Context: an optimization exercise on an open-source flow, tuned for small area and a short achievable clock period. The choices shown serve that exercise and are no tape-out recipe. Only simulation tests tie the RTL to the original design; equivalence was not proved. The clock port is modelled as an ideal driver; clocking choices that lean on that would not hold on a real chip.

Setup of garnet:
## zad4
module zad4
(input clk,
 input aclr,
 input [9:0] SW,
 output [0:6] HEX3, HEX2, HEX1, HEX0,
 output reg [7:0] LEDR);
clock: 18.0 ns
lec_check: 0
abc_area: 1
cap_margin: 20
core_margin: 2
core_utilization: 60
slew_margin: 20
synth_hierarchical: 1
standard.sh (not shown) runs the stock make flow with config.mk's settings and CLKGATE_MAP_FILE= SYNTH_SCRIPT=/design/flow/synth_recipe.tcl, a recipe that flattens the netlist after the stock synthesis.
==> flow/flow/run.sh <==
#!/bin/bash
# The standard ORFS layout with these changes:
#  - synthesis maps the logic with an area-oriented ABC script (flow/abc_area_map.script);
#    everything else in synthesis is synth_recipe.tcl unchanged;
#  - the port buffers are sky130_fd_sc_hd__buf_2 instead of the default delay buffer;
#  - the clock: before CTS, flow/manual_clk.tcl drives all registers' clock pins from one
#    clkbuf_16 at their centroid, fed by the clk port; CTS then finds no net left to build;
#  - one tie cell drives all constant outputs (no tie fanout repair);
#  - before CTS, flow/small_port_bufs.tcl makes the SW[7:0] and HEX port buffers buf_1.
set -euo pipefail
here=$(pwd)
export SKIP_REPAIR_TIE_FANOUT=1
export BUFFER_PORTS_ARGS="-buffer_cell sky130_fd_sc_hd__buf_2"
export PRE_CTS_TCL=$here/flow/pre_cts.tcl
export MANUAL_CLK_BUF=sky130_fd_sc_hd__clkbuf_16
export MANUAL_CLK_GROUPS=1
export CTS_ARGS="-sink_clustering_enable -repair_clock_nets -dont_use_dummy_load -buf_list sky130_fd_sc_hd__clkbuf_8 -clk_nets clk"
export MY_ABC_SCRIPT=$here/flow/abc_area_map.script
export FLOW_SYNTH_TCL=$here/synth_recipe.tcl
sed "s#SYNTH_SCRIPT=[^ ]*#SYNTH_SCRIPT=$here/flow/synth.tcl#" standard.sh > own_standard.sh
bash own_standard.sh > standard.log 2>&1
==> flow/flow/abc_area_map.script <==
strash
dch
amap -Q 0.3
==> flow/flow/manual_clk.tcl <==
# Clock distribution for a design with a few dozen registers: the register clock
# pins are split into $::env(MANUAL_CLK_GROUPS) groups by x position, and each group
# is driven by one $::env(MANUAL_CLK_BUF) placed at the group's centroid, itself
# driven by the clk port. CTS then finds no net left to build a tree for.
set block [ord::get_db_block]
set clknet [$block findNet clk]
set master [[ord::get_db] findMaster $::env(MANUAL_CLK_BUF)]
set ngroups $::env(MANUAL_CLK_GROUPS)
set pins {}
foreach it [$clknet getITerms] {
  set bb [[$it getInst] getBBox]
  lappend pins [list [expr {([$bb xMin] + [$bb xMax]) / 2}] [expr {([$bb yMin] + [$bb yMax]) / 2}] $it]
}
set pins [lsort -integer -index 0 $pins]
set n [llength $pins]
for {set g 0} {$g < $ngroups} {incr g} {
  set lo [expr {$g * $n / $ngroups}]
  set hi [expr {($g + 1) * $n / $ngroups - 1}]
  set inst [odb::dbInst_create $block $master clkbuf_manual_$g]
  set net [odb::dbNet_create $block clknet_manual_$g]
  $net setSigType CLOCK
  set sx 0; set sy 0
  foreach p [lrange $pins $lo $hi] {
    lassign $p x y it
    set sx [expr {$sx + $x}]; set sy [expr {$sy + $y}]
    $it disconnect
    $it connect $net
  }
  set k [expr {$hi - $lo + 1}]
  [$inst findITerm A] connect $clknet
  [$inst findITerm X] connect $net
  $inst setLocation [expr {$sx / $k}] [expr {$sy / $k}]
  $inst setPlacementStatus PLACED
  puts "manual clock buffer $g ([$master getName]) drives $k clock pins"
}
==> flow/flow/pre_cts.tcl <==
source [file join [file dirname [info script]] small_port_bufs.tcl]
source [file join [file dirname [info script]] manual_clk.tcl]
==> flow/flow/small_port_bufs.tcl <==
# The data inputs SW[7:0] and the HEX outputs have timing to spare: their port
# buffers (inserted as buf_2 by buffer_ports) are made buf_1.
set block [ord::get_db_block]
set buf1 [[ord::get_db] findMaster sky130_fd_sc_hd__buf_1]
set n 0
foreach bt [$block getBTerms] {
  set name [$bt getName]
  if {![regexp {^(SW\[[0-7]\]|HEX[0-3]\[[0-6]\])$} $name]} { continue }
  foreach it [[$bt getNet] getITerms] {
    set inst [$it getInst]
    if {[[$inst getMaster] getName] eq "sky130_fd_sc_hd__buf_2"} {
      $inst swapMaster $buf1
      incr n
    }
  }
}
puts "small_port_bufs: $n port buffers made buf_1"
Other scripts of this flow, unchanged in this note and not shown: flow/flow/synth.tcl
garnet reached the final stage; the timing, design-rule and antenna checks on its layout passed.
#### Input delta (tundra over garnet)
- CORE_UTILIZATION now 40, was 60
--- a/flow/flow/run.sh
+++ b/flow/flow/run.sh
@@ -6,4 +6,4 @@
-#  - the clock: before CTS, flow/manual_clk.tcl drives all registers' clock pins from one
-#    clkbuf_16 at their centroid, fed by the clk port; CTS then finds no net left to build;
-#  - one tie cell drives all constant outputs (no tie fanout repair);
-#  - before CTS, flow/small_port_bufs.tcl makes the SW[7:0] and HEX port buffers buf_1.
+#  - the clock: before CTS, flow/manual_clk.tcl splits the registers into two groups by x
+#    and drives each group from one clkbuf_8 at its centroid, fed by the clk port;
+#    CTS then finds no net left to build a tree for;
+#  - one tie cell drives all constant outputs (no tie fanout repair).
@@ -14,3 +14,3 @@
-export PRE_CTS_TCL=$here/flow/pre_cts.tcl
-export MANUAL_CLK_BUF=sky130_fd_sc_hd__clkbuf_16
-export MANUAL_CLK_GROUPS=1
+export PRE_CTS_TCL=$here/flow/manual_clk.tcl
+export MANUAL_CLK_BUF=sky130_fd_sc_hd__clkbuf_8
+export MANUAL_CLK_GROUPS=2
==> flow/flow/abc_area_map.script <==
strash
dch
amap
removed: flow/flow/pre_cts.tcl
removed: flow/flow/small_port_bufs.tcl
## What came out
Changes observed in tundra relative to garnet: number of instances in the synthesized netlist rose 10, first-pass GRT wire length increased by 5.3% relative to the old numbers.
Summary of tundra over garnet: worst slew slack as a fraction of its limit decreased by 3.5 points relative to the old numbers; global routing usage on met2 dropped 12 points.
For amber, these inputs were changed with respect to tundra:
- swapping 40 for 60 in CORE_UTILIZATION
--- a/flow/flow/run.sh
+++ b/flow/flow/run.sh
@@ -6,4 +6,4 @@
-#  - the clock: before CTS, flow/manual_clk.tcl splits the registers into two groups by x
-#    and drives each group from one clkbuf_8 at its centroid, fed by the clk port;
-#    CTS then finds no net left to build a tree for;
-#  - one tie cell drives all constant outputs (no tie fanout repair).
+#  - the clock: before CTS, flow/manual_clk.tcl drives all registers' clock pins from one
+#    clkbuf_16 at their centroid, fed by the clk port; CTS then finds no net left to build;
+#  - one tie cell drives all constant outputs (no tie fanout repair);
+#  - before CTS, flow/small_port_bufs.tcl makes the SW[7:0] and HEX port buffers buf_1.
@@ -14,3 +14,3 @@
-export PRE_CTS_TCL=$here/flow/manual_clk.tcl
-export MANUAL_CLK_BUF=sky130_fd_sc_hd__clkbuf_8
-export MANUAL_CLK_GROUPS=2
+export PRE_CTS_TCL=$here/flow/pre_cts.tcl
+export MANUAL_CLK_BUF=sky130_fd_sc_hd__clkbuf_16
+export MANUAL_CLK_GROUPS=1
==> flow/flow/pre_cts.tcl (new file) <==
source [file join [file dirname [info script]] small_port_bufs.tcl]
source [file join [file dirname [info script]] manual_clk.tcl]
==> flow/flow/small_port_bufs.tcl (new file) <==
# The data inputs SW[7:0] and the HEX outputs have timing to spare: their port
# buffers (inserted as buf_2 by buffer_ports) are made buf_1.
set block [ord::get_db_block]
set buf1 [[ord::get_db] findMaster sky130_fd_sc_hd__buf_1]
set n 0
foreach bt [$block getBTerms] {
  set name [$bt getName]
  if {![regexp {^(SW\[[0-7]\]|HEX[0-3]\[[0-6]\])$} $name]} { continue }
  foreach it [[$bt getNet] getITerms] {
    set inst [$it getInst]
    if {[[$inst getMaster] getName] eq "sky130_fd_sc_hd__buf_2"} {
      $inst swapMaster $buf1
      incr n
    }
  }
}
puts "small_port_bufs: $n port buffers made buf_1"
--- outcome ---
The final standard cell area without fillers in amber was lower than what tundra gave. Comparing amber and tundra, global-route usage is higher on amber. amber ended up with a lower routed wire length than tundra did. Relative to tundra, the global-route wire length before repair of amber is lower by about 3%.
--- input diff amber..onyx ---
--- a/flow/flow/run.sh
+++ b/flow/flow/run.sh
@@ -8,2 +8 @@
-#  - one tie cell drives all constant outputs (no tie fanout repair);
-#  - before CTS, flow/small_port_bufs.tcl makes the SW[7:0] and HEX port buffers buf_1.
+#  - one tie cell drives all constant outputs (no tie fanout repair).
@@ -12,0 +12,4 @@
+export SETUP_SLACK_MARGIN=9.9
+export SETUP_MOVE_SEQUENCE=sizeup,swap
+export SKIP_GATE_CLONING=1
+export SKIP_LAST_GASP=1
@@ -14 +17 @@
-export PRE_CTS_TCL=$here/flow/pre_cts.tcl
+export PRE_CTS_TCL=$here/flow/manual_clk.tcl
removed: flow/flow/pre_cts.tcl
removed: flow/flow/small_port_bufs.tcl
Results
onyx reached the end of the flow, and the finished layout is clean on the timing, design-rule and antenna checks.
Register-to-register slack | onyx above amber
Average wire per cell in the routed design ended up 1.5% higher on onyx than on amber.
Taking amber as the reference point, the core utilization of onyx rises by 2.5 points.
Modified inputs, violet compared to onyx
- CORE_UTILIZATION now 40, was 60
==> flow/flow/run.sh <==
#!/bin/bash
# The standard ORFS layout with these changes:
#  - synthesis maps the logic with an area-oriented ABC script (flow/abc_area_map.script);
#    everything else in synthesis is synth_recipe.tcl unchanged;
#  - the port buffers are sky130_fd_sc_hd__buf_2 instead of the default delay buffer;
#  - the clock tree is built from clkbuf_4 with larger sink clusters and no dummy loads.
set -euo pipefail
here=$(pwd)
export BUFFER_PORTS_ARGS="-buffer_cell sky130_fd_sc_hd__buf_2"
export CTS_ARGS="-sink_clustering_enable -repair_clock_nets -dont_use_dummy_load -buf_list sky130_fd_sc_hd__clkbuf_4 -sink_clustering_size 32 -sink_clustering_max_diameter 200"
export MY_ABC_SCRIPT=$here/flow/abc_area_map.script
export FLOW_SYNTH_TCL=$here/synth_recipe.tcl
sed "s#SYNTH_SCRIPT=[^ ]*#SYNTH_SCRIPT=$here/flow/synth.tcl#" standard.sh > own_standard.sh
bash own_standard.sh > standard.log 2>&1
removed: flow/flow/manual_clk.tcl
==> notes.md <==
Relative to onyx, the peak clock frequency supported by timing measured on violet has decreased by a few percent.
violet against onyx: placer congestion estimate fell by 0.0042; finished layout cell area flat.
Changes observed in violet relative to onyx: routed length on met1 went up by 9.1%, final setup slack of the worst path went down by 190 ps, number of tap cells inserted went up by 68%.

[what the ideal ports hide]
Ports are ideal in the flow. The routed layouts listed here were re-timed in OpenROAD.
Step 1: set_driving_cell puts a clkbuf_16 on clk and a buf_2 on each other input, an assumption about the parent block.
Step 2 moves the port delays by t, midway between the first and last clock arrival at a register: inputs arrive t later, outputs are due t later. That takes back most of the time a late clock gives input paths.
a / b / c = ideal / step 1 / step 2; a / b = the first two.
run | t, ns | slack for setup (ns) | clock arrival spread, ns | worst data-port slew with drivers (ns) | pins driven straight from the clock port
garnet | 0.213 | 9.725 / 9.703 / 9.703 | 0.007 / 0.007 | 0.03 | 1
tundra | 0.421 | 9.786 / 9.763 / 9.763 | 0.013 / 0.013 | 0.03 | 1
amber | 0.213 | 9.841 / 9.816 / 9.816 | 0.004 / 0.004 | 0.03 | 1
onyx | 0.211 | 9.940 / 9.912 / 9.912 | 0.004 / 0.004 | 0.03 | 1
violet | 0.343 | 9.753 / 9.729 / 9.729 | 0.029 / 0.028 | 0.03 | 1
After both steps setup and hold are still met in every run listed. The setup slack of onyx, which loses most, moves by -0.028 ns with the drivers and by -0.028 ns with both steps.
